From an optimization exercise on the open Yosys and OpenROAD flow, aimed at small area and a short achievable clock period; shortcuts taken in it are not production practice.
The RTL was checked by simulation tests, not by an equivalence proof against the original design.
Power and IR drop assume default switching activity.

== run a ==
// ixu_sc_pipe
module ixu_sc_pipe (
    input  wire         core_clock_i,
    input  wire         core_flush_i,
    input  wire  [17:0] data_i,
    input  wire         valid_i,
    output wire  [ 5:0] rs1_o,
    output wire  [ 5:0] rs2_o,
    input  wire  [31:0] rs1_data_i,
    input  wire  [31:0] rs2_data_i,
    output wire  [ 4:0] rob_o,
    input  wire  [ 6:0] opcode_i,
    input  wire  [ 6:0] ins_type,
    input  wire         imm_i,
    input  wire  [31:0] immediate_i,
    input  wire  [ 5:0] dest_i,
    input  wire  [ 1:0] hint_i,
    input  wire  [29:0] pc_i,
    input  wire  [ 1:0] bm_pred_i,
    input  wire  [ 1:0] btype_i,
    input  wire         btb_vld_i,
    input  wire  [29:0] btb_target_i,
    input  wire         btb_way_i,
    input  wire         btb_idx_i,
    output logic [ 5:0] wakeup_dest,
    output logic        wakeup_valid,
    output logic [ 5:0] ixu_sc_ex_dest,
    output logic [31:0] ixu_sc_ex_data,
    output logic        ixu_sc_ex_valid,
    output logic [ 5:0] ixu_sc_wb_dest,
    output logic [31:0] ixu_sc_wb_data,
    output logic        ixu_sc_wb_valid,
    output wire  [ 5:0] pmu_excp_rob_o,
    output wire  [ 4:0] pmu_excp_code_o,
    output wire         pmu_excp_valid_o,
    output wire  [29:0] pmu_btb_vpc_o,
    output wire  [29:0] pmu_btb_target_o,
    output wire  [ 1:0] pmu_cntr_pred_o,
    output wire         pmu_bnch_tkn_o,
    output wire  [ 1:0] pmu_bnch_type_o,
    output wire         pmu_call_affirm_o,
    output wire         pmu_ret_affirm_o,
    output wire         pmu_btb_way_o,
    output wire         pmu_btb_bm_mod_o,
    output wire  [ 4:0] pmu_ins_id_o,
    output wire         pmu_ins_valid_o
);
For scale: about 3,200 cells after synthesis, ~400 I/O pins, roughly 20,000 sq um of cells after synthesis.
==> module biriq_alu, before the edit <==
module biriq_alu (
    input  wire [31:0] a_i,
    input  wire [31:0] b_i,
    input  wire [ 6:0] op_i,
    input  wire        en_i,      
    input  wire        mts_i,
    input  wire        mtu_i,
    input  wire        eq_i,
    output wire [31:0] result_o,
    output wire [ 9:0] cpop_o
);
  wire [1:0] cls = op_i[6:5];
  wire [3:0] op = op_i[3:0];
  wire       op4 = op_i[4];
  wire c_add = en_i & (cls == 2'b00), c_sh = en_i & (cls == 2'b01);
  wire c_br = en_i & (cls == 2'b10), c_gt = en_i & (cls == 2'b11);
  wire [31:0] sh_a = a_i << op_i[1:0];
  wire [31:0] add_res;
  biriq_addsub add_inst (
      .a_i  (sh_a),
      .b_i  (b_i),
      .sub_i(op_i[2]),
      .sum_o(add_res)
  );
  wire [31:0] ext_res = op_i[1:0] == 2'b00 ? {{24{a_i[7]}}, a_i[7:0]} :
                        op_i[1:0] == 2'b01 ? {{16{a_i[15]}}, a_i[15:0]} :
                        op_i[1:0] == 2'b10 ? {16'h0000, a_i[15:0]} : 32'h00000000;
  wire        rev = op_i[6:5] == 2'b01 ? !op_i[0] : op_i[2];
  wire [31:0] a_rev;
  for (genvar i = 0; i < 32; i++) begin : g_rev
    assign a_rev[i] = rev ? a_i[31-i] : a_i[i];
  end
  wire [31:0] shift_res;
  biriq_shifter shifter_inst (
      .a_i (a_i),
      .a_rev_i(a_rev),
      .b_i (b_i),
      .op_i(op_i[4:0]),
      .c_o (shift_res)
  );
  wire mt = op[2] ? mts_i : mtu_i;
  logic k00, k01, k10, k11, hi_off;
  always_comb begin
    {k00, k01, k10, k11} = 4'b0000;
    hi_off = 1'b0;
    if (c_sh) begin
      if (!op[3]) {k01, k11} = 2'b11;
      else
        case ({op4, op[1]})
          2'b00: k10 = 1'b1;
          2'b01: begin
            {k01, k11} = 2'b11;
            hi_off = 1'b1;
          end
          2'b10: {k01, k10} = 2'b11;
          default: {k01, k10, k11} = 3'b111;
        endcase
    end else if (c_br) begin
      if (op[2:1] == 2'b11) {k10, k11} = {2{op[0]}};
      else if (op[1:0] == 2'b00) {k01, k10, k11} = {!mt, mt, 1'b1};
      else if (op[1:0] == 2'b01) {k01, k10, k11} = {mt, !mt, 1'b1};
    end else if (c_gt && !op[3])
      case (op[1:0])
        2'b00: {k10, k11} = {op[2], !op[2]};
        2'b01: {k00, k01, k10, k11} = {op[2], !op[2], 2'b11};
        2'b10: {k00, k01, k10, k11} = {op[2], !op[2], !op[2], op[2]};
        default: ;
      endcase
  end
  wire [31:0] x = op_i[6:5] == 2'b01 ? shift_res : b_i;
  wire [31:0] lut_res;
  for (genvar i = 0; i < 32; i++) begin : g_lut
    if (i == 0) begin : g0
      assign lut_res[i] = x[i] ? (a_i[i] ? k11 : k01) : (a_i[i] ? k10 : k00);
    end else begin : gn
      assign lut_res[i] = x[i] ? (a_i[i] ? k11 & !hi_off : k01 & !hi_off) : (a_i[i] ? k10 : k00);
    end
  end
  wire slt = op[0] ? !(mtu_i | eq_i) : !(mts_i | eq_i);
  wire [31:0] orc_res = {{8{|a_i[31:24]}}, {8{|a_i[23:16]}}, {8{|a_i[15:8]}}, {8{|a_i[7:0]}}};
  wire [31:0] ct_operand = a_rev;
  logic [5:0] tz;
  always_comb begin
    tz = 6'd32;
    for (integer i = 31; i >= 0; i--) if (ct_operand[i]) tz = i[5:0];
  end
  wire [31:0] rev8_res = {a_i[7:0], a_i[15:8], a_i[23:16], a_i[31:24]};
  wire [4:0] cpop_lo, cpop_hi;
  biriq_cpop16 cpop_lo_inst (
      .a_i(a_i[15:0]),
      .c_o(cpop_lo)
  );
  biriq_cpop16 cpop_hi_inst (
      .a_i(a_i[31:16]),
      .c_o(cpop_hi)
  );
  assign cpop_o = {cpop_hi, cpop_lo};
  wire s_add = c_add & !op[3];
  wire s_ext = c_add & op[3];
  wire s_slt = c_br & op[1] & !op[2];
  wire s_orc = c_gt & !op[3] & (op[1:0] == 2'b11);
  wire s_tz = c_gt & op[3] & !op[1];
  wire s_rev = c_gt & op[3] & (op[1:0] == 2'b10);
  assign result_o = lut_res | ({32{s_add}} & add_res) | ({32{s_ext}} & ext_res) |
                    {31'd0, s_slt & slt} | ({32{s_orc}} & orc_res) |
                    {26'd0, {6{s_tz}} & tz} | ({32{s_rev}} & rev8_res);
endmodule
==> module biriq_shifter, before the edit <==
module biriq_shifter (
    input  wire [31:0] a_i,
    input  wire [31:0] a_rev_i,   
    input  wire [31:0] b_i,
    input  wire [ 4:0] op_i,
    output wire [31:0] c_o
);
  wire [ 4:0] shamt = b_i[4:0];
  wire        rot = op_i[1] & !op_i[3];
  wire        fill = !op_i[3] & op_i[2] & a_i[31];
  wire [31:0] s0 = op_i[3] & !op_i[0] ? 32'h80000000 : a_rev_i;
  wire [31:0] s1 = shamt[0] ? {rot ? s0[0] : fill, s0[31:1]} : s0;
  wire [31:0] s2 = shamt[1] ? {rot ? s1[1:0] : {2{fill}}, s1[31:2]} : s1;
  wire [31:0] s3 = shamt[2] ? {rot ? s2[3:0] : {4{fill}}, s2[31:4]} : s2;
  wire [31:0] s4 = shamt[3] ? {rot ? s3[7:0] : {8{fill}}, s3[31:8]} : s3;
  wire [31:0] s5 = shamt[4] ? {rot ? s4[15:0] : {16{fill}}, s4[31:16]} : s4;
  for (genvar i = 0; i < 32; i++) begin : g_rev_b
    assign c_o[i] = !op_i[0] ? s5[31-i] : s5[i];
  end
endmodule
export LEC_CHECK = 0
export ABC_AREA = 1
export CAP_MARGIN = 20
export CORE_MARGIN = 2
export CORE_UTILIZATION = 40
export PLACE_DENSITY = 0.75
export SETUP_SLACK_MARGIN = 3.5
export SLEW_MARGIN = 20
export BUFFER_PORTS_ARGS = -buffer_cell sky130_fd_sc_hd__buf_2
create_clock -name core_clock -period 8.5 [get_ports {core_clock_i}]
standard.sh (not shown) runs the stock make flow with config.mk's settings and CLKGATE_MAP_FILE= SYNTH_SCRIPT=/design/flow/synth_recipe.tcl, a recipe that flattens the netlist after the stock synthesis.
==> flow/flow/run.sh <==
#!/bin/bash
# The standard layout (standard.sh, all steps), with every input and output
# port buffered by a plain buf_2 instead of the delay-cell buffer that
# buffer_ports picks by default. Each tool's output goes to ORFS's own logs
# under orfs/logs/; the make output goes to standard.log here.
set -euo pipefail
echo "export BUFFER_PORTS_ARGS = -buffer_cell sky130_fd_sc_hd__buf_2" >> config.mk
bash standard.sh > standard.log 2>&1
Every stage of the flow completed for run a, and the final layout passed the timing, DRC and antenna checks.
### run a -> run b
diff --git a/flow/design.v b/flow/design.v
--- a/flow/design.v
+++ b/flow/design.v
@@ -25,15 +25,9 @@
   wire [31:0] ext_res = op_i[1:0] == 2'b00 ? {{24{a_i[7]}}, a_i[7:0]} :
                         op_i[1:0] == 2'b01 ? {{16{a_i[15]}}, a_i[15:0]} :
                         op_i[1:0] == 2'b10 ? {16'h0000, a_i[15:0]} : 32'h00000000;
-  wire        rev = op_i[6:5] == 2'b01 ? !op_i[0] : op_i[2];
-  wire [31:0] a_rev;
-  for (genvar i = 0; i < 32; i++) begin : g_rev
-    assign a_rev[i] = rev ? a_i[31-i] : a_i[i];
-  end
   wire [31:0] shift_res;
   biriq_shifter shifter_inst (
       .a_i (a_i),
-      .a_rev_i(a_rev),
       .b_i (b_i),
       .op_i(op_i[4:0]),
       .c_o (shift_res)
@@ -78,7 +72,10 @@
   end
   wire slt = op[0] ? !(mtu_i | eq_i) : !(mts_i | eq_i);
   wire [31:0] orc_res = {{8{|a_i[31:24]}}, {8{|a_i[23:16]}}, {8{|a_i[15:8]}}, {8{|a_i[7:0]}}};
-  wire [31:0] ct_operand = a_rev;
+  wire [31:0] ct_operand;
+  for (genvar i = 0; i < 32; i++) begin : g_ct
+    assign ct_operand[i] = op[2] ? a_i[31-i] : a_i[i];
+  end
   logic [5:0] tz;
   always_comb begin
     tz = 6'd32;
@@ -107,15 +104,18 @@
 endmodule
 module biriq_shifter (
     input  wire [31:0] a_i,
-    input  wire [31:0] a_rev_i,   
     input  wire [31:0] b_i,
     input  wire [ 4:0] op_i,
     output wire [31:0] c_o
 );
   wire [ 4:0] shamt = b_i[4:0];
+  wire [31:0] operand_1 = op_i[3] & !op_i[0] ? 32'b1 : a_i;
   wire        rot = op_i[1] & !op_i[3];
   wire        fill = !op_i[3] & op_i[2] & a_i[31];
-  wire [31:0] s0 = op_i[3] & !op_i[0] ? 32'h80000000 : a_rev_i;
+  wire [31:0] s0;
+  for (genvar i = 0; i < 32; i++) begin : g_rev
+    assign s0[i] = !op_i[0] ? operand_1[31-i] : operand_1[i];
+  end
   wire [31:0] s1 = shamt[0] ? {rot ? s0[0] : fill, s0[31:1]} : s0;
   wire [31:0] s2 = shamt[1] ? {rot ? s1[1:0] : {2{fill}}, s1[31:2]} : s1;
   wire [31:0] s3 = shamt[2] ? {rot ? s2[3:0] : {4{fill}}, s2[31:4]} : s2;
Results
The highest achievable clock rate was comparable across run b and run a.
The flow did not stop early for run b: all stages ran, and the layout cleared the timing, DRC and antenna checks.
NOTE power dissipated by switching net loads run a->run b decreased slightly
Run b against run a: area added between synthesis and finish fell by 5.6 points; sequential power stayed essentially flat; row count rose by 1.2%; global placer's final weighted congestion fell by 0.015.
Wire length, run b and run a: smaller value in run a

[afterwards: timing with drivers on the ports]
In the flow no input, the clock included, has a driving cell. The finished layouts below were timed again as built, in two steps. Step 1 sets driving cells, clkbuf_16 on the clock port and buf_2 on the other inputs (assumed; they add their load-dependent delay and slew). Step 2 moves the port delays by t, midway between the first and last clock arrival at a register: inputs arrive t later, outputs are due t later. That takes back most of the time a late clock gives input paths. Slacks: ideal ports / drivers / drivers and shift; pairs: ideal ports / drivers.
| run | t (ns) | setup WS [ns] | clock arrival spread, ns |
|---|---|---|---|
| run a | 0.603 | 3.439 / 3.387 / 2.784 | 0.015 / 0.015 |
| run b | 0.581 | 3.433 / 3.302 / 2.721 | 0.015 / 0.015 |
After both steps setup and hold are still met in every run listed. For run b, which loses most, drivers alone change the setup slack by -0.131 ns; drivers and shift together by -0.712 ns.
